This design comes from an exercise in tuning for small area, a short achievable clock period and few clock cycles per item on the open sky130 flow, not from production work.
The RTL was checked by simulation tests, not by an equivalence proof against the original design.
Power and IR drop assume default switching activity.

`flow/run.sh`:
```
#!/bin/bash
# synth_recipe.tcl (not shown) runs the flow's synth.tcl, then flattens the netlist and writes it again
# the make line also repeats each setting of config.mk as NAME=value (left out here)
make -C /OpenROAD-flow-scripts/flow DESIGN_CONFIG=/design/flow/config.mk WORK_HOME=/design/flow/orfs CLKGATE_MAP_FILE= SYNTH_SCRIPT=/design/flow/synth_recipe.tcl finish
```
`flow/config.mk`:
```
export PLATFORM = sky130hd
export DESIGN_NAME = main_file
export DESIGN_NICKNAME = main_file
export VERILOG_FILES = /design/flow/design.v
export SDC_FILE = /design/flow/constraint.sdc
export NUM_CORES = 4
export LEC_CHECK = 0
export CAP_MARGIN = 20
export CORE_MARGIN = 2
export CORE_UTILIZATION = 40
export SLEW_MARGIN = 20
```
`flow/constraint.sdc`:
```
create_clock -name core_clock -period 10.0 [get_ports {clk}]
set_input_delay 2.0000 -clock core_clock [delete_from_list [all_inputs] [get_ports {clk}]]
set_output_delay 2.0000 -clock core_clock [all_outputs]
set_load 0.01 [all_outputs]
```
`flow/design.v`:
```
module ALU
(
    input wire [31:0] A,
    input wire [31:0] B,
    input wire [3:0] ALUop,
    output reg [31:0] ALUout
);
always @(ALUop,A,B)
begin
    case(ALUop)
        4'b0000: ALUout = 32'b0;
        4'b0001: ALUout = A+B;
        4'b0010: ALUout = A-B;
        4'b0011: ALUout = A&B;
        4'b0100: ALUout = A|B;
        4'b0101: ALUout = A<<B;
        4'b0110: ALUout = A>>B;
        4'b0111: ALUout = (A==B);
        4'b1000: ALUout = (A<B);
        4'b1001: ALUout = (A>B);
        default : ALUout = 32'b0;
    endcase
end
endmodule 
module veda_Instruction
(address,data_out);
input [4:0]address;
output reg [31:0]data_out;
always@(*)
begin
    case(address)
    5'd0:  data_out = 32'b00100000000000100000000000000000;  
    5'd1:  data_out = 32'b01110100010010100000000000001110;  
    5'd2:  data_out = 32'b00100000000000110000000000000000;  
    5'd3:  data_out = 32'b01110100011010100000000000001010;  
    5'd4:  data_out = 32'b00000000000000110010000010000000;  
    5'd5:  data_out = 32'b00000001001001000010100000100000;  
    5'd6:  data_out = 32'b10001100101001100000000000000000;  
    5'd7:  data_out = 32'b10001100101001110000000000000100;  
    5'd8:  data_out = 32'b10101100110001110000000000000011;  
    5'd9:  data_out = 32'b10101000101001100000000000000100;  
    5'd10: data_out = 32'b10101000101001110000000000000000;  
    5'd11: data_out = 32'b00100000011000110000000000000001;  
    5'd12: data_out = 32'b00001000000000000000000000000011;  
    5'd13: data_out = 32'b00100000010000100000000000000001;  
    5'd14: data_out = 32'b00001000000000000000000000000001;  
    5'd15: data_out = 32'b00000000000000000000000000001000;  
    default: data_out = 32'b11111111111111111111111111111111;  
    endcase
end
endmodule
module main_file
(
    input  wire        clk,
    input  wire        rst,         
    input  wire        start,       
    output wire        done,        
    output reg  [7:0]  mem_addr,    
    output reg         mem_we,      
    output reg  [31:0] mem_wdata,   
    input  wire [31:0] mem_rdata    
);
reg [31:0] registers [31:0];  
wire [31:0] instruction;      
reg [4:0] PC;                 
reg running, finished;
wire [31:0] alu_output;       
reg [31:0] alu_A,alu_B;       
reg [3:0] alu_op;             
reg        wr_en;             
reg [4:0]  wr_idx;            
reg [31:0] wr_val;            
reg [4:0]  next_PC;
reg        halt;
wire [4:0]  rs  = instruction[25:21];
wire [4:0]  rt  = instruction[20:16];
wire [4:0]  rd  = instruction[15:11];
wire [31:0] imm = {16'd0, instruction[15:0]};
wire [31:0] shamt = {27'd0, instruction[10:6]};
assign done = finished;
ALU instance0(alu_A,alu_B,alu_op,alu_output);
veda_Instruction instance1(.address(PC),.data_out(instruction));
always @(*)
begin
    alu_A = 32'd0;
    alu_B = 32'd0;
    alu_op = 4'b0000;
    wr_en = 1'b0;
    wr_idx = rd;
    wr_val = alu_output;
    mem_addr = 8'd0;
    mem_we = 1'b0;
    mem_wdata = 32'd0;
    next_PC = PC + 5'd1;
    halt = 1'b0;
    case(instruction[31:26])
    6'd0: begin
        case(instruction[5:0])
        6'b000000: begin alu_A = registers[rt]; alu_B = shamt; alu_op = 4'b0101; wr_en = 1'b1; end  
        6'b100000,
        6'b100001: begin alu_A = registers[rt]; alu_B = registers[rs]; alu_op = 4'b0001; wr_en = 1'b1; end  
        6'b100010,
        6'b100011: begin alu_A = registers[rt]; alu_B = registers[rs]; alu_op = 4'b0010; wr_en = 1'b1; end  
        6'b100100: begin alu_A = registers[rt]; alu_B = registers[rs]; alu_op = 4'b0011; wr_en = 1'b1; end  
        6'b100101: begin alu_A = registers[rt]; alu_B = registers[rs]; alu_op = 4'b0100; wr_en = 1'b1; end  
        6'b011000: begin alu_A = registers[rt]; alu_B = registers[rs]; alu_op = 4'b1000; wr_en = 1'b1; end  
        6'd000010: begin alu_A = registers[rt]; alu_B = shamt; alu_op = 4'b0110; wr_en = 1'b1; end  
        default: begin end  
        endcase
    end
    6'b001000,
    6'b001001: begin alu_A = registers[rs]; alu_B = imm; alu_op = 4'b0001; wr_en = 1'b1; wr_idx = rt; end  
    6'b001100: begin alu_A = registers[rs]; alu_B = imm; alu_op = 4'b0011; wr_en = 1'b1; wr_idx = rt; end  
    6'b001101: begin alu_A = registers[rs]; alu_B = imm; alu_op = 4'b0100; wr_en = 1'b1; wr_idx = rt; end  
    6'b001010: begin alu_A = registers[rs]; alu_B = imm; alu_op = 4'b1000; wr_en = 1'b1; wr_idx = rt; end  
    6'b100011: begin  
        alu_A = registers[rs]; alu_B = imm; alu_op = 4'b0001;
        mem_addr = alu_output[7:0];
        wr_en = 1'b1; wr_idx = rt; wr_val = mem_rdata;
    end
    6'b101010: begin  
        alu_A = registers[rs]; alu_B = imm; alu_op = 4'b0001;
        mem_addr = alu_output[7:0];
        mem_we = running & ~rst;
        mem_wdata = registers[rt];
    end
    6'b000100: begin alu_A = registers[rs]; alu_B = registers[rt]; alu_op = 4'b0111;
        next_PC = alu_output[0] ? PC + instruction[4:0] : PC + 5'd1; end  
    6'b000101: begin alu_A = registers[rs]; alu_B = registers[rt]; alu_op = 4'b0111;
        next_PC = alu_output[0] ? PC + 5'd1 : PC + instruction[4:0]; end  
    6'b010111: begin alu_A = registers[rt]; alu_B = registers[rs]; alu_op = 4'b1000;
        next_PC = alu_output[0] ? PC + instruction[4:0] : PC + 5'd1; end  
    6'b011101: begin alu_A = registers[rs]; alu_B = registers[rt]; alu_op = 4'b1000;
        next_PC = alu_output[0] ? PC + 5'd1 : PC + instruction[4:0]; end  
    6'b101001: begin alu_A = registers[rs]; alu_B = registers[rt]; alu_op = 4'b1000;
        next_PC = alu_output[0] ? PC + instruction[4:0] : PC + 5'd1; end  
    6'b101011: begin alu_A = registers[rs]; alu_B = registers[rt]; alu_op = 4'b1001;
        next_PC = alu_output[0] ? PC + 5'd1 : PC + instruction[4:0]; end  
    6'b000010: begin next_PC = instruction[4:0]; end  
    6'd000011: begin wr_en = 1'b1; wr_idx = 5'd24; wr_val = {27'd0, PC + 5'd1}; next_PC = instruction[4:0]; end  
    default: begin next_PC = PC; halt = 1'b1; end
    endcase
end
always @(posedge clk)
begin
    if (rst) begin
        running <= 1'b0;
        finished <= 1'b0;
        PC <= 5'd0;
    end
    else if (!running) begin
        if (start) begin
            running <= 1'b1;
            finished <= 1'b0;
            PC <= 5'd0;
            registers[0] <= 32'd0;    
            registers[23] <= 32'd63;  
            registers[9] <= 32'd0;    
            registers[10] <= 32'd11;  
        end
    end
    else begin
        if (halt) begin
            running <= 1'b0;
            finished <= 1'b1;
        end
        PC <= next_PC;
        if (wr_en)
            registers[wr_idx] <= wr_val;
    end
end
endmodule
```
==> results of run 1 <==
-- power by group --
group / total (mW) / leakage, nW / internal, mW / switching (mW)
registers: 2.85 / 5.41 / 2.74 / 0.113
clock network: 2.39 / 1.02 / 1.42 / 0.973
logic: 3.70 / 8.58 / 1.24 / 2.46
-- critical path: cells and delay by family (launching register included) --
kind / cells / cell delay, ns
buf+inv: 4 / 1.34
mux: 1 / 0.50
compound gates: 7 / 2.53
fa+ha+maj: 1 / 0.52
flops: 1 / 0.66
simple gates: 4 / 1.13
-- cell usage in the layout, fill, tap and decap left out, types with 18 or more instances in the layout --
cell type and n:
edfxtp_1 480, nand2_1 268, nor2_1 236, conb_1 224, a21oi_1 191, mux2i_1 166
o21ai_0 165, nor2b_1 132, buf_4 129, inv_1 121, ha_1 107, dfxtp_1 80
clkdlybuf4s50_1 76, o22ai_1 75, a221oi_1 73, mux4_2 73, a211oi_1 67, a22oi_1 63
clkbuf_16 61, o211ai_1 59, mux2_2 58, a31oi_1 47, nand3_1 43, nand2b_1 43
o221ai_1 40, nor3_1 35, a221o_1 33, a21o_1 30, o21a_1 27, and2_1 26
and3_1 25, or3_1 21, or2_2 20, o2111ai_1 19, or3b_2 19, o22a_1 18
a22o_1 18
-- layer usage --
layer,wire length (um),vias up,track usage
li1,-,13900,-
met1,58330,15980,0.4085
met2,65560,2116,0.4775
met3,15630,453,0.05958
met4,8725,2,0.1654
met5,13,-,0
-- cells by family after synthesis --
family	count (synthesis)
buffers and inverters	412
adder cells (fa/ha/maj)	110
AO/OA/AOI/OAI	1154
AND/OR/NAND/NOR	962
flip-flops	568
XOR/XNOR	14
other	1
multiplexers	299
-- registers in the layout, indices dropped and copies added, names as in the netlist, named ones only --
register	flops
registers	544
PC	5
finished	1
running	1
-- final cells by class --
| type | instances | area, um2 | area share |
|---|---|---|---|
| Multi-Input combinational cell | 2763 | 19620 | 0.4700 |
| Sequential cell | 568 | 16200 | 0.3881 |
| Timing Repair Buffer | 212 | 1847 | 0.04424 |
| Clock buffer | 78 | 1650 | 0.03953 |
| Tap cell | 1176 | 1471 | 0.03525 |
| Inverter | 129 | 488.0 | 0.01169 |
| Clock inverter | 36 | 455.4 | 0.01091 |
| Antenna cell | 5 | 12.51 | 0.0002997 |
-- path summary, 6_finish.rpt --
check	end	startpoint	slack, ns	cells past startpoint
worst max-delay path	mem_addr[0]	PC[4]	0.61	17
worst min-delay path	registers[10][30]	registers[10][30]	0.48	1
worst max register to register	registers[13][31]	PC[4]	1.62	19
worst min register to register	registers[10][30]	registers[10][30]	0.48	1
==> results.toml, run 1 <==
[final_layout]
final_nets = 3879
syn_to_final_growth_pct = 14.26
drive_gt1_frac = 0.1292
fin_area_mm2 = 0.04175
instances_no_fill = 4967
fillerInstances = 8443
final_util = 0.4624

[worst_setup_path]
critical-path-slowest-cell = "a222oi_1"
cp_cell_sequence = "buf_4, nand2b_1, o22ai_1, mux4_2, a222oi_1, a22oi_1, ha_1, inv_1, nor2_1, nor2_1, a211o_1, a2111oi_0, buf_4, o21ai_0, and2_0, a21oi_1, clkdlybuf4s50_1"
critPathLaunchType = "flop"
slowest_delay_ns = 0.80
required_ns = 8.00
path_max_fanout = 43
endpoint_kind = "primary output"
critPathKind = "reg -> out"
worstPathArrival_ns = 7.39

[synthesis]
synthFlopType = "edfxtp_1"
synth_top_family_by_area = "compound AO/OA/AOI/OAI gates"
synth_area_mm2 = 0.03653
synthSimpleGateAreaFrac = 0.1307
synth-compound-area-share = 0.2265
synthTopCellsByArea = "edfxtp_1 (39%), dfxtp_1 (4.8%), mux2i_1 (4.5%)"
synth_top_area_frac = 0.3945
synth_edf_count = 480
async_flop_share = 0
synth_cell_type_count = 113
ys_ff_latch = 568
synth_fa_ha_area_frac = 0.03829
syn_inst = 3520
yosysWarnings = 3
synthTopCellsByCount = "edfxtp_1 (480), nand2_1 (268), nor2_1 (247)"
synth_seq_area_share = 0.4428
synth_top_cell_by_area = "edfxtp_1"
synth_xor_area_frac = 0.003356
syn_area_per_cell_um2 = 10.38
muxShareOfSynthArea = 0.1093
synth.most_common_cell = "edfxtp_1"

[clocking]
numCtsBuffers = 60
clockRootBuffer = "clkbuf_16"
path_clk_slew_ns = 0.06
cts_tree = "built"
clkLatencyLatePin_ns = 0.65
post-cts-setup-buffer-count = 0
cts_resized = 0
htreeDepth = 2
ctsHoldBuffers = 0
cts_buffer_depth = 3
clock_sinks = 568

[power]
leakage_nw = 15.02
vdd_drop_max_uv = 136.5
finalPower_mw = 8.948
power.density_mw_per_mm2 = 214.4

[grt]
grt-ovfl-total = 0
antenna_found_initial = 3
grt_pass1_vias = 30400
grt_max_degree = 71
grtUsageTotal = 0.3084
grt_pass1_wl_mm = 213.2

[die]
start_util = 0.4046
rows = 110
die_h_um = 306.2
core_area_mm2 = 0.09029
die-area_mm2 = 0.09377
die_x_um = 306.2
io_pins = 77

[routing]
wl_mm = 148.3
ant_nets = 0
drt-initial-drc-count = 4632
first_pass_iters = 8
drc = 0
routedWlPerCell_um = 29.85
via_per_inst = 6.532
vias = 32450

[placement]
dpl_cell_area_mm2 = 0.03959
place_inst = 4848
port_buffers = 76
place_ws_ns = 1.530
dpl.hpwl_mm = 102.5
globalplace.congestion = 0.9958

[timing]
hold_viol = 0
setup-tns-final_ns = 0
clock_skew_ns = 0.02997
final-setup-viol-count = 0
hold_slack_ns = 0.4818
rsz0062_at_grt = "no"
setup_ws_ns = 0.6097
fmax_mhz = 106.5
min_period_ns = 9.390
worst_pin_slew_ns = 1.207
slew_viol_final = 0
slew-limit-headroom = 0.1901
fin_crit_sh = 0.9390

[run]
cap_violations = 0

[status]
status = "complete, no violations"

[min_path]
hp-class = "reg -> reg"
Testbench counts, summed over its fixed seeds: cycles 209,966, sorts 192.
==> inputs of run 2 (changes only) <==
==> flow/design.v (replaced) <==
module main_file
(
    input  wire        clk,
    input  wire        rst,         
    input  wire        start,       
    output wire        done,        
    output wire [7:0]  mem_addr,    
    output wire        mem_we,      
    output wire [31:0] mem_wdata,   
    input  wire [31:0] mem_rdata    
);
reg        busy, fin;
reg        ph_a, ph_b;      
reg  [3:0] i, j, m;
reg        cv;              
reg        flag;
reg [31:0] R;
wire       lt  = mem_rdata < R;
wire [3:0] idx = ph_a ? i : ph_b ? (flag ? i : m) : j;
assign done      = fin;
assign mem_addr  = {2'b00, idx, 2'b00};
assign mem_wdata = R;
assign mem_we    = (ph_a | ph_b) & ~rst;
wire [3:0] jm1 = j - 4'd1;
wire [3:0] nj  = (cv && jm1 == m) ? j - 4'd2 : jm1;
wire       cv1 = ~flag && m != i;
wire [3:0] i1  = i + 4'd1;
wire [3:0] j0  = (cv1 && m == 4'd11) ? 4'd10 : 4'd11;
always @(posedge clk) begin
    if (rst) begin
        busy <= 1'b0;
        fin  <= 1'b0;
        ph_a <= 1'b0;
        ph_b <= 1'b0;
    end else if (!busy) begin
        if (start) begin
            busy <= 1'b1;
            fin  <= 1'b0;
            i    <= 4'd0;
            j    <= 4'd11;
            cv   <= 1'b0;
        end
    end else if (ph_a) begin
        R    <= mem_rdata;
        flag <= lt;
        ph_a <= 1'b0;
        ph_b <= 1'b1;
    end else if (ph_b) begin
        ph_b <= 1'b0;
        cv   <= cv1;
        i    <= i1;
        j    <= j0;
        if (i == 4'd10) begin
            busy <= 1'b0;
            fin  <= 1'b1;
        end else if (j0 <= i1) begin
            ph_a <= 1'b1;
        end
    end else begin
        if (!cv || lt) begin
            R  <= mem_rdata;
            m  <= j;
            cv <= 1'b1;
        end
        j <= nj;
        if (nj <= i)
            ph_a <= 1'b1;
    end
end
endmodule
==> run 2 against run 1 <==
Compared with the run above:
- combinational power fell by 97%
- first-iteration DRC count fell by 98%
- synthesized area fell by 92%
- sequential cell count fell by 518
- via count fell by 93%
- clock skew fell by 0.021 ns
- worst setup slack improved by 4.1 ns
- still clean on timing, DRC and antenna
- critical path depth fell by 14
- die area fell by 91%
- clock power fell by 94%
- synthesized cell count fell by 92%
- sequential power fell by 91%
==> results.toml, run 2 <==
[clocking]
clkLatencyLatePin_ns = 0.31
numCtsBuffers = 5
cts_buffer_depth = 2
clockRootBuffer = "clkbuf_8"
ctsHoldBuffers = 0
post-cts-setup-buffer-count = 0
path_clk_slew_ns = 0.09
cts_tree = "built"
cts_resized = 0
htreeDepth = 2
clock_sinks = 50

[synthesis]
synth_area_mm2 = 0.003010
syn_inst = 279
ys_ff_latch = 50
yosysWarnings = 1
syn_area_per_cell_um2 = 10.79
async_flop_share = 0
synth_seq_area_share = 0.4855
synthTopCellsByCount = "edfxtp_1 (46), ha_1 (41), inv_1 (39)"
synth_top_area_frac = 0.4589
synthFlopType = "edfxtp_1"
synth_edf_count = 46
synth.most_common_cell = "edfxtp_1"
synth_cell_type_count = 43
synthTopCellsByArea = "edfxtp_1 (46%), ha_1 (17%), inv_1 (4.9%)"
synth_top_cell_by_area = "edfxtp_1"

[power]
switching_share = 0.2531
clockPowerShare = 0.293
internal_power_mw = 0.3649
switchingPower_mw = 0.1237
leakage_nw = 1.605
pwr-share-comb = 0.193
share_seq_of_total_power = 0.514
vdd_drop_max_uv = 61.34
power.density_mw_per_mm2 = 124.2

[worst_setup_path]
reg2reg_slack_ns = 6.95
rr_startpoint = "j[0]"
cp_cell_sequence = "clkdlybuf4s50_1, nor2_1, clkdlybuf4s50_1"
reg2reg_depth = 13
endpoint_kind = "primary output"
slowest_delay_ns = 0.55
critical-path-slowest-cell = "clkdlybuf4s50_1"
worstPathArrival_ns = 3.25
critPathLaunchType = "input pin"
critPathKind = "in -> out"
required_ns = 8.00
crit_top_cell = "clkdlybuf4s50_1"
r2r-end = "ph_a"
path_max_fanout = 8

[final_layout]
fillerInstances = 638
drive_gt1_frac = 0.03390
final_nets = 429
fin_area_mm2 = 0.003934
syn_to_final_growth_pct = 30.67
regMostFlops = "R"
largest_reg_flops = 32
diodes = 0
final_util = 0.5423
most-common-layout-cells = "clkdlybuf4s50_1 (72), edfxtp_1 (46), ha_1 (41), inv_1 (39), a21oi_1 (22)"
final_common_cell = "clkdlybuf4s50_1"

[routing]
routedWlPerCell_um = 13.74
wl_mm = 6.225
via_per_inst = 4.892
drc = 0
vias = 2216
ant_nets = 0
first_pass_iters = 4
drt-initial-drc-count = 107

[placement]
dpl_cell_area_mm2 = 0.003825
globalplace.congestion = 0.7674
port_buffers = 72
dpl.hpwl_mm = 5.009

[timing]
fin_crit_sh = 0.5253
final-setup-viol-count = 0
worst_pin_slew_ns = 0.6410
setup-tns-final_ns = 0
min_period_ns = 5.253
fmax_mhz = 190.4
slew-limit-headroom = 0.5726
slew_viol_final = 0
hold_slack_ns = 0.4942
hold_viol = 0
clock_skew_ns = 0.008788
rsz0062_at_grt = "no"

[grt]
grt_pass1_vias = 2177
grt-ovfl-total = 0
grt_max_degree = 19
antenna_found_initial = 0
grt_pass1_wl_mm = 10.51
grtUsageTotal = 0.1577

[die]
io_pins = 77
die_x_um = 90.75
start_util = 0.4150
rows = 31
die_h_um = 90.75
die-area_mm2 = 0.008236
core_area_mm2 = 0.007253

[min_path]
whs_endpoint = "fin"
hp-class = "reg -> reg"
min-delay-start = "fin"
hold_path_depth = 2

[run]
cap_violations = 0

[status]
status = "complete, no violations"
[run 2: cells by family (layout without fill, tap and decap cells)]
logic type / after synthesis / in the layout / synth area share
muxes: 3 / 3 / 0.009975
xor gates and xnor gates: 13 / 13 / 0.04032
DFF: 50 / 50 / 0.4855
buffers and inverters: 48 / 120 / 0.06484
adders and majority gates: 41 / 41 / 0.1704
and+or+nand+nor: 71 / 71 / 0.1239
other: 1 / 4 / 0.001246
AOI/OAI and AO/OA: 52 / 52 / 0.1039
[run 2: how the worst max path moves through the flow]
| stage | startpoint | end | slack [ns] |
|---|---|---|---|
| global route | rst | mem_we | 4.69 |
| finish | rst | mem_we | 4.75 |
| detailed placement | rst | mem_we | 4.75 |
| global placement | rst | mem_we | 4.79 |
| floorplan | rst | mem_we | 5.66 |
| CTS | rst | mem_we | 4.75 |
[run 2: power by group through the flow]
stage               logic, mW  clock network (mW)  registers (mW)
global route            0.106               0.155           0.253
global placement       0.0941                   0           0.256
CTS                    0.0958               0.147           0.251
detailed placement     0.0953                   0           0.256
finish                 0.0945               0.143           0.251
floorplan              0.0517                   0           0.255
[run 2: area by class of cell]
class | count | area [um2] | share of cell area
tap | 99 | 123.9 | 0.03149
inverter | 39 | 146.4 | 0.03721
multi-input combinational | 184 | 1365 | 0.3470
timing repair buffer | 73 | 728.2 | 0.1851
sequential | 50 | 1461 | 0.3715
clock buffer | 5 | 68.82 | 0.01749
clock inverter | 3 | 40.04 | 0.01018
[run 2: metrics by stage]
step | setup slack (ns) | cells | power [mW]
after floorplan | 5.657 | 282 | 0.3069
after global placement | 4.786 | 445 | 0.3498
after detailed placement | 4.753 | 445 | 0.3513
after CTS | 4.748 | 453 | 0.4937
after global routing | 4.691 | 453 | 0.5138
final | 4.747 | 453 | 0.4886
[run 2: critical path: cells and delay by family]
kind / cells / cell delay, ns
and+or+nand+nor: 1 / 0.16
buffers and inverters: 2 / 1.09
[run 2: per-layer routing]
| layer | wire, um | share of wire | GRT usage | up-vias |
|---|---|---|---|---|
| met4 | 91 | 0.015 | 0.04615 | 0 |
| met2 | 2864 | 0.46 | 0.2612 | 54 |
| met3 | 260 | 0.042 | 0.03506 | 8 |
| met5 | 0 | 0 | 0 | - |
| met1 | 3009 | 0.48 | 0.2067 | 1022 |
| li1 | - | - | - | 1132 |
Testbench counts of run 2, summed over its fixed seeds: cycles 16,266, sorts 192.
==> inputs of run 3 (changes only) <==
==> flow/design.v (replaced) <==
module main_file
(
    input  wire        clk,
    input  wire        rst,         
    input  wire        start,       
    output wire        done,        
    output wire [7:0]  mem_addr,    
    output wire        mem_we,      
    output wire [31:0] mem_wdata,   
    input  wire [31:0] mem_rdata    
);
reg        busy, fin;
reg        ph_b;            
reg  [3:0] i, j, m;
reg [31:0] R;
wire [31:0] g0 = ~mem_rdata & R;
wire [31:0] p0 = ~mem_rdata | R;
wire [7:0]  g1, p1;
wire [3:0]  g2, p2;
wire [1:0]  g3, p3;
genvar k;
generate
    for (k = 0; k < 8; k = k + 1) begin : c1
        assign g1[k] = g0[4*k+3] | p0[4*k+3] & (g0[4*k+2] | p0[4*k+2] & (g0[4*k+1] | p0[4*k+1] & g0[4*k]));
        assign p1[k] = &p0[4*k+3:4*k];
    end
    for (k = 0; k < 4; k = k + 1) begin : c2
        assign g2[k] = g1[2*k+1] | (p1[2*k+1] & g1[2*k]);
        assign p2[k] = p1[2*k+1] & p1[2*k];
    end
    for (k = 0; k < 2; k = k + 1) begin : c3
        assign g3[k] = g2[2*k+1] | (p2[2*k+1] & g2[2*k]);
        assign p3[k] = p2[2*k+1] & p2[2*k];
    end
endgenerate
wire       lt   = g3[1] | (p3[1] & g3[0]);
wire       ph_a = ~ph_b & (j == i);
assign done      = fin;
assign mem_addr  = {2'b00, j, 2'b00};
assign mem_wdata = R;
assign mem_we    = busy & (ph_a | ph_b) & ~rst;
always @(posedge clk) begin
    if (rst) begin
        busy <= 1'b0;
        fin  <= 1'b0;
        ph_b <= 1'b0;
    end else if (!busy) begin
        if (start) begin
            busy <= 1'b1;
            fin  <= 1'b0;
            i    <= 4'd0;
            j    <= 4'd11;
        end
    end else if (ph_b) begin
        ph_b <= 1'b0;
        i    <= i + 4'd1;
        j    <= 4'd11;
        if (i == 4'd10) begin
            busy <= 1'b0;
            fin  <= 1'b1;
        end
    end else if (ph_a) begin
        R    <= mem_rdata;
        ph_b <= 1'b1;
        if (!lt)
            j <= m;
    end else begin
        if (j == 4'd11 || lt) begin
            R  <= mem_rdata;
            m  <= j;
        end
        j <= j - 4'd1;
    end
end
endmodule
==> flow/flow/run.sh (new file) <==
#!/bin/bash
set -euo pipefail
bash standard.sh synth > synth.log 2>&1
bash standard.sh \
  BUFFER_PORTS_ARGS="-buffer_cell sky130_fd_sc_hd__buf_1" \
  SETUP_SLACK_MARGIN=5.7 \
  CTS_ARGS="-sink_clustering_enable -repair_clock_nets -dont_use_dummy_load -buf_list sky130_fd_sc_hd__clkbuf_8" \
  finish > layout.log 2>&1
==> flow/standard.sh (new file) <==
#!/bin/bash
# synth_recipe.tcl (not shown) runs the flow's synth.tcl, then flattens the netlist and writes it again
# the make line also repeats each setting of config.mk as NAME=value (left out here)
make -C /OpenROAD-flow-scripts/flow DESIGN_CONFIG=/design/flow/config.mk WORK_HOME=/design/flow/orfs CLKGATE_MAP_FILE= SYNTH_SCRIPT=/design/flow/synth_recipe.tcl "${@:-finish}"
removed: flow/run.sh
==> run 3 against run 2 <==
Compared with the run above:
- still clean
- largest power group unchanged
- first-iteration DRC count rose by 4.7%
- synthesized cell count shrank 30%
- die area down 21%
- worst hold slack worse by 0.0047 ns
- count of clock-buffer cells in the layout unchanged
- fmax rose by 21%
- utilization down 3.7 points
- highest routed layer unchanged
==> results.toml, run 3 <==
[synthesis]
synth_edf_count = 44
synth_seq_area_share = 0.5869
synth_top_area_frac = 0.5614
synth_area_mm2 = 0.002354
async_flop_share = 0
synth_fa_ha_area_frac = 0.05635
synth-compound-area-share = 0.1260
synth_xor_area_frac = 0.02977
synth_cell_type_count = 46
synth_top_family_by_area = "simple AND/OR/NAND/NOR gates"
ys_ff_latch = 47
synthSimpleGateAreaFrac = 0.1361
synth.most_common_cell = "edfxtp_1"
synthTopCellsByArea = "edfxtp_1 (56%), nand2b_1 (4.5%), inv_1 (3.7%)"
synth_top_cell_by_area = "edfxtp_1"
muxShareOfSynthArea = 0.004253
yosysWarnings = 1
synthFlopType = "edfxtp_1"
synthTopCellsByCount = "edfxtp_1 (44), inv_1 (23), nand2b_1 (17)"
syn_inst = 196
syn_area_per_cell_um2 = 12.01

[die]
io_pins = 77
die_h_um = 80.71
rows = 27
die_x_um = 80.71
core_area_mm2 = 0.005608
start_util = 0.4197
die-area_mm2 = 0.006513

[clocking]
numCtsBuffers = 5
clkLatencyLatePin_ns = 0.29
cts_buffer_depth = 2
ctsHoldBuffers = 0
clockRootBuffer = "clkbuf_8"
path_clk_slew_ns = 0.08
cts_tree = "built"
htreeDepth = 2
clock_sinks = 47

[grt]
antenna_found_initial = 0
grt_pass1_wl_mm = 7.396
grtUsageTotal = 0.1497
met1_usage = 0.1896
use_met2 = 0.2525
grt_max_degree = 33
gr-usage-met3 = 0.03820
grt-ovfl-total = 0
gr-max-usage-layer = "met2"
grt_pass1_vias = 1613

[routing]
first_pass_iters = 6
wl_mm = 4.752
ant_nets = 0
drt-initial-drc-count = 112
vias = 1713
routedWlPerCell_um = 13.73
via_per_inst = 4.951
drc = 0

[final_layout]
regMostFlops = "R"
largest_reg_flops = 32
most-common-layout-cells = "buf_1 (70), edfxtp_1 (44), inv_1 (23), nand2b_1 (16), nor2_1 (12)"
fillerInstances = 558
final_nets = 315
syn_to_final_growth_pct = 20.52
drive_gt1_frac = 0.07664
final_common_cell = "buf_1"
diodes = 0

[placement]
dpl.hpwl_mm = 3.596
port_buffers = 72
globalplace.congestion = 0.7575

[min_path]
hp-class = "reg -> reg"

[timing]
slew_viol_final = 0
worst_pin_slew_ns = 0.6061
fmax_mhz = 230.9
min_period_ns = 4.331
fin_crit_sh = 0.4331
setup-tns-final_ns = 0
slew-limit-headroom = 0.5952
rsz0062_at_grt = "yes"
final-setup-viol-count = 0
hold_viol = 0
hold_slack_ns = 0.4896
clock_skew_ns = 0.004916

[worst_setup_path]
worstPathArrival_ns = 2.33
required_ns = 8.00
reg2reg_slack_ns = 7.34
path_max_fanout = 2
endpoint_kind = "primary output"
critPathLaunchType = "input pin"
critPathKind = "in -> out"

[run]
cap_violations = 0

[power]
vdd_drop_max_uv = 63.20
finalPower_mw = 0.3824
leakage_nw = 0.9957
power.density_mw_per_mm2 = 134.8

[status]
status = "complete, no violations"
-- run 3: cell count changes after synthesis, moves of 4 or more --
cell / change
a21oi_1: -16
clkbuf_1: -4
ha_1: -37
inv_1: -16
maj3_1: +6
nand2_1: -10
nand2b_1: +12
nand4_1: -4
nor2_1: -8
o21ai_0: -8
o221ai_1: +4
xnor2_1: -7
-- run 3: area by class of cell --
class	count	area (um2)	share of cell area
multi-input combinational	119	880.8	0.3105
clock buffer	5	68.82	0.02426
timing repair buffer	75	310.3	0.1094
sequential	47	1381	0.4870
tap	72	90.09	0.03176
inverter	28	105.1	0.03705
-- run 3: stage by stage --
step | setup WS [ns] | cells | utilization | cell area [um2]
CTS | 5.658 | 346 | 0.5047 | 2830
finish | 5.669 | 346 | 0.5058 | 2836
global placement | 5.453 | 340 | 0.4871 | 2731
detailed placement | 5.429 | 340 | 0.4871 | 2731
global route | 5.643 | 346 | 0.5058 | 2836
floorplan | 5.408 | 199 | - | 2390
-- run 3: path summary, 6_finish.rpt --
check	depth (start not counted)	start	end
hold reg to reg	2	fin	fin
setup reg to reg	8	R[12]	R[6]
setup / recovery	3	rst	mem_we
hold / removal	2	fin	fin
-- run 3: worst max-delay path, stage by stage --
cell and delay [ns]:
buf_12 0.10, nor3_4 0.09, buf_2 0.14
-- run 3: logic make-up after synthesis --
logic type,count (synthesis)
muxes,1
and+or+nand+nor,57
DFF,47
AOI/OAI and AO/OA,37
xor gates and xnor gates,8
buffers and inverters,33
adders and majority gates,12
other,1
-- run 3: what timing repair did --
action	in CTS	in global routing
buffers inserted	1	0
gates cloned	0	0
endpoints found under the setup margin	1	1
gates resized for setup	7	1
pin swaps	1	0
-- run 3: layer usage --
metal | up-vias | part of all wire | wire length (um)
met4 | 0 | 0.0048 | 23
met1 | 793 | 0.45 | 2118
met3 | 2 | 0.071 | 337
met5 | - | 0 | 0
li1 | 857 | - | -
met2 | 61 | 0.48 | 2273
-- run 3: power by group --
group | switching, mW | leakage [nW] | internal, mW
Sequential | 0.00647 | 0.425 | 0.225
Combinational | 0.0286 | 0.534 | 0.0204
Clock | 0.0572 | 0.0359 | 0.0452
Total | 0.0922 | 0.996 | 0.290
Testbench counts of run 3, summed over its fixed seeds: cycles 17,088, sorts 192.
==> inputs of run 4 (changes only) <==
--- a/flow/design.v
+++ b/flow/design.v
@@ -11,6 +11,7 @@
 );
 reg        busy, fin;
 reg        ph_b;            
+reg        wr;              
 reg  [3:0] i, j, m;
 reg [31:0] R;
 wire [31:0] g0 = ~mem_rdata & R;
@@ -34,16 +35,17 @@
     end
 endgenerate
 wire       lt   = g3[1] | (p3[1] & g3[0]);
-wire       ph_a = ~ph_b & (j == i);
+wire       ph_a = wr & ~ph_b;
 assign done      = fin;
 assign mem_addr  = {2'b00, j, 2'b00};
 assign mem_wdata = R;
-assign mem_we    = busy & (ph_a | ph_b) & ~rst;
+assign mem_we    = wr & ~rst;
 always @(posedge clk) begin
     if (rst) begin
         busy <= 1'b0;
         fin  <= 1'b0;
         ph_b <= 1'b0;
+        wr   <= 1'b0;
     end else if (!busy) begin
         if (start) begin
             busy <= 1'b1;
@@ -53,6 +55,7 @@
         end
     end else if (ph_b) begin
         ph_b <= 1'b0;
+        wr   <= 1'b0;
         i    <= i + 4'd1;
         j    <= 4'd11;
         if (i == 4'd10) begin
@@ -70,6 +73,7 @@
             m  <= j;
         end
         j <= j - 4'd1;
+        wr <= (j - 4'd1 == i);
     end
 end
 endmodule
--- a/flow/flow/run.sh
+++ b/flow/flow/run.sh
@@ -1,6 +1,16 @@
 #!/bin/bash
+# Layout: the standard flow (standard.sh) with these changes:
+#  - after the standard synthesis, the gates between the registers are
+#    re-mapped by ABC for area (flow/resyn.tcl); registers keep their names
+#    and cells;
+#  - port buffers are buf_1 instead of the larger default;
+#  - the clock tree uses clkbuf_8 only, without dummy loads.
 set -euo pipefail
 bash standard.sh synth > synth.log 2>&1
+R=orfs/results/sky130hd/main_file/base
+cp $R/1_2_yosys.v standard_synth.v
+RESYN_IN=standard_synth.v RESYN_OUT=$R/1_2_yosys.v RESYN_SCRIPT=flow/resyn.abc \
+  yosys -c flow/resyn.tcl > resyn.log 2>&1
 bash standard.sh \
   BUFFER_PORTS_ARGS="-buffer_cell sky130_fd_sc_hd__buf_1" \
   SETUP_SLACK_MARGIN=5.7 \
==> flow/flow/resyn.abc (new file) <==
strash
dch -f
map -a
==> flow/flow/resyn.tcl (new file) <==
# Re-map the combinational logic of the standard synthesis netlist for area.
# Flip-flops (and tie cells) are kept as black boxes, so every register keeps
# its name and cell type; only the gates between them are re-mapped by ABC.
yosys -import
set lib $::env(FLOW_HOME)/platforms/sky130hd/lib/sky130_fd_sc_hd__tt_025C_1v80.lib
set dont_use {}
set f [open $::env(FLOW_HOME)/platforms/sky130hd/config.mk r]
foreach c [lsort -unique [regexp -all -inline {sky130_fd_sc_hd__[a-z0-9_]+} [read $f]]] {
  lappend dont_use -dont_use $c
}
close $f
read_liberty -ignore_miss_func -ignore_miss_data_latch $lib
read_verilog $::env(RESYN_IN)
hierarchy -top $::env(FLOW_TOP)
set seq {}
foreach c [regexp -all -inline {sky130_fd_sc_hd__[a-z0-9_]+} [exec grep -o {sky130_fd_sc_hd__[a-z0-9_]*} $::env(RESYN_IN)]] {
  if {[regexp {df|conb} $c]} { lappend seq $c }
}
yosys blackbox {*}[lsort -unique $seq]
flatten
# the flattened gates' pin wires get private names, so ports keep theirs
yosys rename -hide w:*.*
opt_clean -purge
abc -liberty $lib {*}$dont_use -script $::env(RESYN_SCRIPT)
opt_clean -purge
# cells as black boxes again, so checks see pin directions and only the top is written
read_liberty -lib -overwrite $lib
setundef -zero
hilomap -singleton -hicell sky130_fd_sc_hd__conb_1 HI -locell sky130_fd_sc_hd__conb_1 LO
splitnets
opt_clean -purge
# ports driven by a constant get a buffer each, as in the standard synthesis
insbuf -buf sky130_fd_sc_hd__buf_4 A X
opt_clean -purge
tee -o resyn_stat.txt stat -liberty $lib
check -assert -mapped
write_verilog -noattr -nohex -nodec $::env(RESYN_OUT)
==> run 4 against run 3 <==
Compared with the run above:
- cell area is 4.5% lower
- critical endpoint unchanged
- highest routed layer unchanged
- die area is 3.9% lower
- largest power group unchanged
- global-route usage is 0.82 points higher
- worst setup slack gained 0.032 ns
- synthesized area is 4.1% lower
==> results.toml, run 4 <==
[routing]
vias = 1822
drc = 0
wl_mm = 4.708
routedWlPerCell_um = 12.62
drt-initial-drc-count = 68
ant_nets = 0
via_per_inst = 4.885
first_pass_iters = 4

[timing]
hold_slack_ns = 0.5012
fmax_mhz = 232.6
clock_skew_ns = 0.005202
fin_crit_sh = 0.4299
rsz0062_at_grt = "yes"
hold_viol = 0
final-setup-viol-count = 0
slew_viol_final = 0
setup_ws_ns = 5.701
min_period_ns = 4.299
setup-tns-final_ns = 0

[worst_setup_path]
path_buf_inv = 2
crit_cells = 3
worstPathArrival_ns = 2.30
endpoint_kind = "primary output"
reg2reg_depth = 11
path_max_fanout = 2
cp_top_family = "buffers and inverters"
critPathKind = "in -> out"
required_ns = 8.00
slowest_delay_ns = 0.11
rr_startpoint = "R[30]"
critPathLaunch = "rst"
cp_cell_sequence = "buf_8, nor2_4, buf_6"
critPathLaunchType = "input pin"
critical-path-slowest-cell = "buf_6"

[clocking]
numCtsBuffers = 5
cts_tree = "built"
htreeDepth = 2
clockRootBuffer = "clkbuf_8"
clock_sinks = 48
path_clk_slew_ns = 0.08
clkLatencyLatePin_ns = 0.30
cts_buffer_depth = 2

[power]
share_seq_of_total_power = 0.611
vdd_drop_max_uv = 65.63
power.density_mw_per_mm2 = 143.7
finalPower_mw = 0.3890
switching_share = 0.2473
switchingPower_mw = 0.09619
internal_power_mw = 0.2928
leakage_nw = 0.9002
pwr-share-comb = 0.123
clockPowerShare = 0.266

[die]
io_pins = 77
core_area_mm2 = 0.005473
start_util = 0.4122
die_x_um = 79.10
die-area_mm2 = 0.006257
rows = 27
die_h_um = 79.10

[final_layout]
final_common_cell = "buf_1"
fin_area_mm2 = 0.002708
instances_no_fill = 373
most-common-layout-cells = "buf_1 (70), edfxtp_1 (44), clkinv_1 (44), nor2_1 (29), nand2_1 (27)"
drive_gt1_frac = 0.04319
diodes = 0
final_nets = 338
syn_to_final_growth_pct = 20.02
regMostFlops = "R"
largest_reg_flops = 32
fillerInstances = 527
final_util = 0.4947

[placement]
globalplace.congestion = 0.8059
port_buffers = 72
dpl.hpwl_mm = 3.665
dpl_cell_area_mm2 = 0.002605
place_inst = 367
place_ws_ns = 5.532

[grt]
antenna_found_initial = 0
grtUsageTotal = 0.1579
grt_pass1_vias = 1693
grt-ovfl-total = 0
grt_max_degree = 33
grt_pass1_wl_mm = 7.596

[synthesis]
yosysWarnings = 1
synth_area_mm2 = 0.002256
syn_inst = 223
syn_area_per_cell_um2 = 10.12

[min_path]
hp-class = "reg -> reg"
min-delay-start = "fin"
hold_path_depth = 2

[run]
cap_violations = 0

[status]
status = "complete, no violations"
run 4: cell count changes in the layout (fill, tap and decap cells not counted), sizes merged, moves of 4 or more:
cell | before | now
clkinv | 3 | 44
inv | 25 | 0
nand2 | 6 | 27
nor2 | 12 | 30
nand2b | 17 | 0
o21ai | 3 | 16
nor2b | 10 | 0
maj3 | 8 | 1
a21oi | 7 | 13
a22oi | 0 | 5
ha | 4 | 0
o22ai | 2 | 6
run 4: worst paths after layout:
check                              end  slack, ns
worst max-delay path            mem_we       5.70
worst min-delay path               fin       0.50
worst max register to register   R[23]       7.63
worst min register to register     fin       0.50
run 4: power groups by stage:
stage | Combinational (mW) | Sequential (mW) | Clock, mW
floorplan | 0.0269 | 0.244 | 0
global placement | 0.0469 | 0.242 | 0
detailed placement | 0.0474 | 0.242 | 0
CTS | 0.0488 | 0.238 | 0.106
global route | 0.0550 | 0.239 | 0.115
finish | 0.0479 | 0.238 | 0.103
run 4: what timing repair did:
action                     CTS  global route
hold buffers                 0             0
setup endpoints to repair    1             1
resized for setup            8             0
hold endpoints to repair     0             0
pin swaps                    1             0
buffers inserted             1             0
run 4: cell type report:
cell class | count | area [um2] | area share
Sequential cell | 48 | 1401 | 0.5176
Multi-Input combinational cell | 130 | 678.2 | 0.2505
Timing Repair Buffer | 74 | 304.0 | 0.1123
Inverter | 44 | 165.2 | 0.06100
Tap cell | 72 | 90.09 | 0.03327
Clock buffer | 5 | 68.82 | 0.02542
run 4: metal layers:
layer / wire length, um / global-route usage / vias to the layer above
met1: 2319 / 0.2136 / 817
met4: 94 / 0.05862 / 0
met2: 2031 / 0.2424 / 60
li1: - / - / 936
met3: 263 / 0.04432 / 9
met5: 0 / 0 / -
run 4: worst reg2reg max path, stage by stage, from the launching register on:
cell and delay [ns]:
edfxtp_1 0.35, clkinv_1 0.09, nand2_1 0.06, o21ai_0 0.12, nor4_1 0.45, o21ai_0 0.21, o21ai_0 0.12, nor2_1 0.06
nand2_1 0.08, nand2_1 0.06, nand2_1 0.06, buf_4 0.36
Testbench counts of run 4, summed over its fixed seeds: cycles 17,088, sorts 192.
==> inputs of run 5 (changes only) <==
--- a/flow/design.v
+++ b/flow/design.v
@@ -9,10 +9,9 @@
     output wire [31:0] mem_wdata,   
     input  wire [31:0] mem_rdata    
 );
-reg        busy, fin;
+reg  [3:0] i, j, m;
 reg        ph_b;            
 reg        wr;              
-reg  [3:0] i, j, m;
 reg [31:0] R;
 wire [31:0] g0 = ~mem_rdata & R;
 wire [31:0] p0 = ~mem_rdata | R;
@@ -35,45 +34,42 @@
     end
 endgenerate
 wire       lt   = g3[1] | (p3[1] & g3[0]);
+wire       idle = i[3] & i[1] & i[0];       
 wire       ph_a = wr & ~ph_b;
-assign done      = fin;
+assign done      = idle & ~i[2];            
 assign mem_addr  = {2'b00, j, 2'b00};
 assign mem_wdata = R;
 assign mem_we    = wr & ~rst;
 always @(posedge clk) begin
     if (rst) begin
-        busy <= 1'b0;
-        fin  <= 1'b0;
+        i    <= 4'd15;
+        j    <= 4'd11;
         ph_b <= 1'b0;
         wr   <= 1'b0;
-    end else if (!busy) begin
-        if (start) begin
-            busy <= 1'b1;
-            fin  <= 1'b0;
-            i    <= 4'd0;
-            j    <= 4'd11;
-        end
+    end else if (idle) begin
+        j    <= 4'd11;
+        ph_b <= 1'b0;
+        wr   <= 1'b0;
+        if (start)
+            i <= 4'd0;
     end else if (ph_b) begin
         ph_b <= 1'b0;
         wr   <= 1'b0;
-        i    <= i + 4'd1;
+        i    <= i + 4'd1;             
         j    <= 4'd11;
-        if (i == 4'd10) begin
-            busy <= 1'b0;
-            fin  <= 1'b1;
-        end
     end else if (ph_a) begin
         R    <= mem_rdata;
         ph_b <= 1'b1;
-        if (!lt)
-            j <= m;
+        wr   <= 1'b1;
+        j    <= lt ? i : m;
     end else begin
         if (j == 4'd11 || lt) begin
             R  <= mem_rdata;
             m  <= j;
         end
-        j <= j - 4'd1;
-        wr <= (j - 4'd1 == i);
+        ph_b <= 1'b0;
+        j    <= j - 4'd1;
+        wr   <= (j - 4'd1 == i);
     end
 end
 endmodule
==> run 5 against run 4 <==
Compared with the run above:
- synthesized area shrank 6.5%
- critical path depth unchanged
- first-iteration DRC count increased by 54%
==> results.toml, run 5 <==
[power]
leakage_nw = 0.8774
power.density_mw_per_mm2 = 177.5
vdd_drop_max_uv = 93.94
internal_power_mw = 0.3236
switchingPower_mw = 0.1456
pwr-share-comb = 0.243
share_seq_of_total_power = 0.544
clockPowerShare = 0.213
switching_share = 0.3104

[worst_setup_path]
critPathKind = "in -> out"
worstPathArrival_ns = 2.27
endpoint_kind = "primary output"
slowest_delay_ns = 0.10
required_ns = 8.00
path_buf_inv = 2
path_max_fanout = 2
cp_top_family = "buffers and inverters"
critPathLaunchType = "input pin"
cp_cell_sequence = "buf_8, nor2_4, buf_6"
critical-path-slowest-cell = "buf_8"

[placement]
globalplace.congestion = 0.8092
dpl.hpwl_mm = 3.396
port_buffers = 72
place_ws_ns = 5.273

[routing]
vias = 1767
drt-initial-drc-count = 105
routedWlPerCell_um = 12.65
first_pass_iters = 4
wl_mm = 4.581
via_per_inst = 4.881
drc = 0
ant_nets = 0

[grt]
grtUsageTotal = 0.1601
grt_max_degree = 17
grt-ovfl-total = 0
grt_pass1_vias = 1658
antenna_found_initial = 0
grt_pass1_wl_mm = 7.576

[final_layout]
regArea_mm2 = 0.001281
final_common_cell = "buf_1"
drive_gt1_frac = 0.06507
most-common-layout-cells = "buf_1 (70), clkinv_1 (43), edfxtp_1 (36), nand2_1 (21), nor2_1 (19)"
syn_to_final_growth_pct = 25.33
regMostFlops = "R"
fillerInstances = 494
multi_input_area_um2 = 708.2
final_nets = 329
largest_reg_flops = 32
diodes = 0

[clocking]
clkLatencyLatePin_ns = 0.29
cts_tree = "built"
clock_sinks = 46
clockRootBuffer = "clkbuf_8"
numCtsBuffers = 5
cts_buffer_depth = 2
htreeDepth = 2
path_clk_slew_ns = 0.07

[synthesis]
syn_inst = 212
yosysWarnings = 1
synth_area_mm2 = 0.002110
syn_area_per_cell_um2 = 9.951

[timing]
min_period_ns = 4.272
hold_viol = 0
final-setup-viol-count = 0
slew_viol_final = 0
setup_ws_ns = 5.728
rsz0062_at_grt = "no"
setup-tns-final_ns = 0
clock_skew_ns = 0.01184
fin_crit_sh = 0.4272
fmax_mhz = 234.1
hold_slack_ns = 0.5241

[die]
die-area_mm2 = 0.005871
start_util = 0.4130
io_pins = 77
core_area_mm2 = 0.005107
die_x_um = 76.62
rows = 26
die_h_um = 76.62

[min_path]
hp-class = "reg -> reg"

[status]
status = "complete, no violations"

[run]
cap_violations = 0
## run 5: power groups by stage
| stage | combinational [mW] | clock [mW] | sequential [mW] |
|---|---|---|---|
| floorplan | 0.0568 | 0 | 0.265 |
| global placement | 0.0975 | 0 | 0.259 |
| detailed placement | 0.0980 | 0 | 0.260 |
| CTS | 0.102 | 0.102 | 0.255 |
| global route | 0.127 | 0.110 | 0.259 |
| finish | 0.114 | 0.100 | 0.255 |
## run 5: through the flow
step	util	std cells	total power, mW	instance area (um2)
after CTS	0.5020	360	0.4595	2564
after detailed placement	0.4816	353	0.3577	2460
after global placement	0.4816	353	0.3570	2460
after floorplan	-	215	0.3219	2132
after global routing	0.5176	362	0.4967	2644
final	0.5176	362	0.4692	2644
## run 5: final timing paths
path,startpoint,end,slack (ns),cells after the start
max,rst,mem_we,5.73,3
min,j[1],m[1],0.52,0
max reg2reg,R[19],R[11],7.36,11
min reg2reg,j[1],m[1],0.52,0
## run 5: area by class of cell
cell class,instances,area share
timing repair buffer,75,0.1273
multi-input combinational,123,0.2679
tap,70,0.03313
sequential,46,0.4846
clock buffer,5,0.02603
inverter,43,0.06105
## run 5: timing repair
action                                  in CTS  in global routing
hold buffers                                 0                  0
pin swaps                                    2                  2
buffers inserted                             1                  2
gates cloned                                 1                  0
resized for setup                            7                  7
hold endpoints to repair                     0                  0
endpoints found under the setup margin      33                 37
## run 5: metal layers
layer | vias up | track usage | wire length [um]
li1 | 897 | - | -
met1 | 804 | 0.2114 | 2058
met2 | 62 | 0.2558 | 2182
met3 | 4 | 0.05095 | 300
met4 | 0 | 0.04182 | 38
met5 | - | 0 | 0
## run 5: worst register-to-register path: stages (launching register included)
cell and delay (ns):
edfxtp_1 0.43, nand2_1 0.09, o21ai_0 0.15, nor4_2 0.36, o31ai_1 0.13, o211ai_1 0.11
a41oi_1 0.08, nor2_2 0.25, clkinv_1 0.24, a21oi_4 0.28, o21ai_4 0.10, buf_12 0.16
Testbench counts of run 5, summed over its fixed seeds: cycles 17,088, sorts 192.
==> inputs of run 6 (changes only) <==
--- a/flow/config.mk
+++ b/flow/config.mk
@@ -7,5 +7,5 @@
 export LEC_CHECK = 0
 export CAP_MARGIN = 20
 export CORE_MARGIN = 2
-export CORE_UTILIZATION = 40
+export CORE_UTILIZATION = 60
 export SLEW_MARGIN = 20
==> run 6 against run 5 <==
Compared with the run above:
- critical endpoint unchanged
- still clean on timing, DRC and antenna
- largest power group unchanged
- wire length shrank 6.1%
- non-clock buffer count is 2 lower
- sequential share of layout area up 1.7 points
==> results.toml, run 6 <==
[status]
status = "complete, no violations"

[timing]
hold_slack_ns = 0.5145
rsz0062_at_grt = "yes"
final-setup-viol-count = 0
min_period_ns = 4.286
setup_ws_ns = 5.714
fmax_mhz = 233.3
slew-limit-headroom = 0.6366
worst_pin_slew_ns = 0.5431
hold_viol = 0
clock_skew_ns = 0.003846
slew_viol_final = 0
fin_crit_sh = 0.4286
setup-tns-final_ns = 0

[die]
die_x_um = 63.30
die_h_um = 63.30
die-area_mm2 = 0.004006
rows = 21
io_pins = 77
start_util = 0.6272
core_area_mm2 = 0.003363

[worst_setup_path]
path_buf_inv = 2
path_max_fanout = 2
r2r-end = "R[18]"
reg2reg_slack_ns = 7.32
setup.worst_path.end = "mem_we"
slowest_delay_ns = 0.13
rr_startpoint = "R[19]"
crit_cells = 3
critical-path-slowest-cell = "buf_2"
critPathKind = "in -> out"
reg2reg_depth = 10
critPathLaunchType = "input pin"
endpoint_kind = "primary output"
worstPathArrival_ns = 2.29
critPathLaunch = "rst"
cp_cell_sequence = "buf_8, nor2_1, buf_2"
cp_top_family = "buffers and inverters"
required_ns = 8.00

[final_layout]
fillerInstances = 268
diodes = 0
final_common_cell = "buf_1"
multi_input_area_um2 = 693.2
regArea_mm2 = 0.001281
regMostFlops = "R"
most-common-layout-cells = "buf_1 (70), clkinv_1 (43), edfxtp_1 (36), nand2_1 (21), nor2_1 (20)"
final_util = 0.7589
instances_no_fill = 336
largest_reg_flops = 32
final_nets = 327
drive_gt1_frac = 0.05517
syn_to_final_growth_pct = 21.00

[placement]
globalplace.congestion = 0.8835
port_buffers = 72
dpl.hpwl_mm = 3.274
place_ws_ns = 5.302
place_inst = 329

[routing]
drc = 0
routedWlPerCell_um = 12.80
wl_mm = 4.302
ant_nets = 0
first_pass_iters = 4
vias = 1789
drt-initial-drc-count = 124
via_per_inst = 5.324

[grt]
grt_max_degree = 17
grtUsageTotal = 0.2305
grt_pass1_wl_mm = 7.134
grt_pass1_vias = 1669
antenna_found_initial = 0
grt-ovfl-total = 0

[synthesis]
yosysWarnings = 1
syn_inst = 212
synth_area_mm2 = 0.002110
syn_area_per_cell_um2 = 9.951

[clocking]
ctsHoldBuffers = 0
clockRootBuffer = "clkbuf_8"
cts_buffer_depth = 2
cts_tree = "built"
htreeDepth = 2
clock_sinks = 46
path_clk_slew_ns = 0.07
numCtsBuffers = 5
clkLatencyLatePin_ns = 0.29

[power]
vdd_drop_max_uv = 103.0
leakage_nw = 0.8582
power.density_mw_per_mm2 = 179.2

[min_path]
hp-class = "reg -> reg"

[run]
cap_violations = 0
## run 6: worst min path at each step
stage	startpoint	end	depth (start not counted)
finish	j[1]	m[1]	0
global placement	j[1]	m[1]	0
CTS	j[1]	m[1]	0
detailed placement	j[1]	m[1]	0
global route	j[1]	m[1]	0
floorplan	wr	ph_b	2
## run 6: where the power goes
| part | internal (mW) | total (mW) | switching (mW) |
|---|---|---|---|
| clock | 0.0450 | 0.0989 | 0.0539 |
| combinational | 0.0342 | 0.103 | 0.0690 |
| sequential | 0.237 | 0.255 | 0.0181 |
| total | 0.316 | 0.457 | 0.141 |
## run 6: repair_timing
item / 4_1_cts / 5_1_grt
setup buffers: 1 / 0
pin swaps: 2 / 0
gates resized for setup: 7 / 3
gates cloned: 1 / 0
setup endpoints to repair: 33 / 37
## run 6: per-layer routing
layer / GRT usage / wire length (um) / vias up
met1: 0.2690 / 1772 / 825
met2: 0.4056 / 2205 / 61
met5: 0 / 0 / -
li1: - / - / 894
met3: 0.05536 / 235 / 9
met4: 0.09783 / 89 / 0
## run 6: area by class of cell
| cell class | instances | share of cell area |
|---|---|---|
| tap | 46 | 0.02255 |
| inverter | 43 | 0.06324 |
| multi-input combinational | 123 | 0.2716 |
| sequential | 46 | 0.5020 |
| clock buffer | 5 | 0.02696 |
| timing repair buffer | 73 | 0.1137 |
## run 6: stage by stage
stage | cell area, um2 | total power, mW
final | 2552 | 0.4573
after global routing | 2552 | 0.4818
after CTS | 2537 | 0.4567
after detailed placement | 2430 | 0.3570
after global placement | 2430 | 0.3550
after floorplan | 2132 | 0.3219
==> inputs of run 7 (changes only) <==
--- a/flow/flow/run.sh
+++ b/flow/flow/run.sh
@@ -14,5 +14,5 @@
 bash standard.sh \
   BUFFER_PORTS_ARGS="-buffer_cell sky130_fd_sc_hd__buf_1" \
   SETUP_SLACK_MARGIN=5.7 \
-  CTS_ARGS="-sink_clustering_enable -repair_clock_nets -dont_use_dummy_load -buf_list sky130_fd_sc_hd__clkbuf_8" \
+  CTS_ARGS="-sink_clustering_enable -repair_clock_nets -dont_use_dummy_load -buf_list sky130_fd_sc_hd__clkbuf_4" \
   finish > layout.log 2>&1
==> run 7 against run 6 <==
Compared with the run above:
- still clean
- sequential share of layout area grew 0.57 points
- worst setup slack lost 0.019 ns
- worst hold slack gained 0.0070 ns
- cell count grew 0.30%
- register-to-register slack gained 0.05 ns
==> results.toml, run 7 <==
[status]
status = "complete, no violations"

[clocking]
cts_tree = "built"
htreeDepth = 2
clock_sinks = 46
clkLatencyLatePin_ns = 0.34
path_clk_slew_ns = 0.11
cts_buffer_depth = 2
clockRootBuffer = "clkbuf_4"
numCtsBuffers = 5

[die]
die-area_mm2 = 0.004006
io_pins = 77
core_area_mm2 = 0.003363
die_x_um = 63.30
rows = 21
start_util = 0.6272
die_h_um = 63.30

[power]
leakage_nw = 0.8502
vdd_drop_max_uv = 126.6
power.density_mw_per_mm2 = 171.2

[timing]
slew-limit-headroom = 0.6082
fin_crit_sh = 0.4305
min_period_ns = 4.305
clock_skew_ns = 0.009505
slew_viol_final = 0
rsz0062_at_grt = "yes"
final-setup-viol-count = 0
hold_slack_ns = 0.5216
setup-tns-final_ns = 0
hold_viol = 0
worst_pin_slew_ns = 0.5833
fmax_mhz = 232.3

[final_layout]
largest_reg_flops = 32
final_util = 0.7504
syn_to_final_growth_pct = 19.63
fillerInstances = 270
most-common-layout-cells = "buf_1 (70), clkinv_1 (43), edfxtp_1 (36), nand2_1 (21), nor2_1 (20)"
diodes = 0
drive_gt1_frac = 0.05498
regMostFlops = "R"
final_common_cell = "buf_1"
final_nets = 328

[grt]
grt_max_degree = 17
grtUsageTotal = 0.2236
grt_pass1_vias = 1646
grt_pass1_wl_mm = 6.955
grt-ovfl-total = 0
antenna_found_initial = 0

[min_path]
min-delay-start = "j[1]"
hp-class = "reg -> reg"

[routing]
drt-initial-drc-count = 152
drc = 0
vias = 1787
ant_nets = 0
routedWlPerCell_um = 12.56
wl_mm = 4.232
first_pass_iters = 4
via_per_inst = 5.303

[synthesis]
syn_area_per_cell_um2 = 9.951
yosysWarnings = 1
syn_inst = 212
synth_area_mm2 = 0.002110

[worst_setup_path]
critical-path-slowest-cell = "buf_2"
reg2reg_slack_ns = 7.37
path_max_fanout = 3
slowest_delay_ns = 0.13
required_ns = 8.00
critPathLaunchType = "input pin"
critPathKind = "in -> out"
path_buf_inv = 2
worstPathArrival_ns = 2.30
cp_cell_sequence = "buf_8, nor2_1, buf_2"
cp_top_family = "buffers and inverters"
rr_startpoint = "R[19]"
endpoint_kind = "primary output"
critPathLaunch = "rst"

[placement]
port_buffers = 72
dpl.hpwl_mm = 3.274
globalplace.congestion = 0.8835

[run]
cap_violations = 0
[run 7: worst register-to-register path, stage by stage (launching register included)]
cell      delay, ns
edfxtp_1       0.44
nand2_1        0.09
o21ai_0        0.17
nor4_2         0.40
o31ai_1        0.14
o211ai_1       0.11
a41oi_1        0.08
nor2_2         0.22
clkinv_1       0.19
a21oi_2        0.30
o21ai_4        0.22
[run 7: area by class of cell]
class / instances / area, um2 / area share
inverter: 43 / 161.4 / 0.06396
multi-input combinational: 123 / 688.2 / 0.2727
sequential: 46 / 1281 / 0.5077
tap: 46 / 57.56 / 0.02281
clock buffer: 5 / 37.54 / 0.01487
timing repair buffer: 74 / 297.8 / 0.1180
[run 7: routing by layer]
metal | up-vias | part of all wire | track usage
li1 | 897 | - | -
met5 | - | 0 | 0
met2 | 62 | 0.51 | 0.3949
met3 | 8 | 0.068 | 0.06250
met1 | 820 | 0.41 | 0.2618
met4 | 0 | 0.016 | 0.07609
[run 7: where the power goes]
part,internal [mW],switching [mW],total [mW]
clock network,0.0236,0.0507,0.0743
logic,0.0346,0.0684,0.103
registers,0.237,0.0180,0.255
total,0.295,0.137,0.432
[run 7: final timing paths]
path / end / cells after the start
worst max-delay path: mem_we / 3
worst min-delay path: m[1] / 0
worst max register to register: R[11] / 10
worst min register to register: m[1] / 0
[run 7: what timing repair did]
item                                    CTS  global route
endpoints found under the setup margin   33            37
gates resized for setup                   3             6
gates cloned                              1             0
pin swaps                                 1             1
buffers inserted                          0             2
hold buffers                              0             0
[run 7: stage by stage]
step                      area [um2]  worst slack [ns]  instances  power (mW)
final                           2524             5.695        337      0.4321
after global routing            2524             5.678        337      0.4573
after CTS                       2482             5.664        335      0.4302
after detailed placement        2430             5.302        329      0.3570
after global placement          2430             5.371        329      0.3550
after floorplan                 2132             5.831        215      0.3219

## separate check: timing with driven ports
No port has a modelled driver above. Below, the same layouts with a new extraction and two added sets of constraints.
Step 1 assumes that a clkbuf_16 drives the clock port and a buf_2 every other input.
Step 2, shift: input delay + t, output delay - t, t = (earliest + latest rising clock arrival at the registers) / 2. This alone moves slack from input paths to output paths.
Three values: ideal ports, drivers, drivers and shift; two values: the first two.
run | t (ns) | setup slack, ns | cell pins on the clock port's net
run 1 | 0.708 | 0.610 / 0.540 / 1.248 | 1
run 2 | 0.331 | 4.747 / 4.725 / 4.725 | 1
run 3 | 0.314 | 5.669 / 5.623 / 5.589 | 1
run 4 | 0.321 | 5.701 / 5.664 / 5.664 | 1
run 5 | 0.312 | 5.728 / 5.690 / 5.598 | 1
run 6 | 0.316 | 5.714 / 5.676 / 5.570 | 1
run 7 | 0.362 | 5.695 / 5.657 / 5.625 | 1
After both steps setup and hold are still met in every run listed. The setup slack of run 6, which loses most, moves by -0.038 ns with the drivers and by -0.144 ns with both steps.
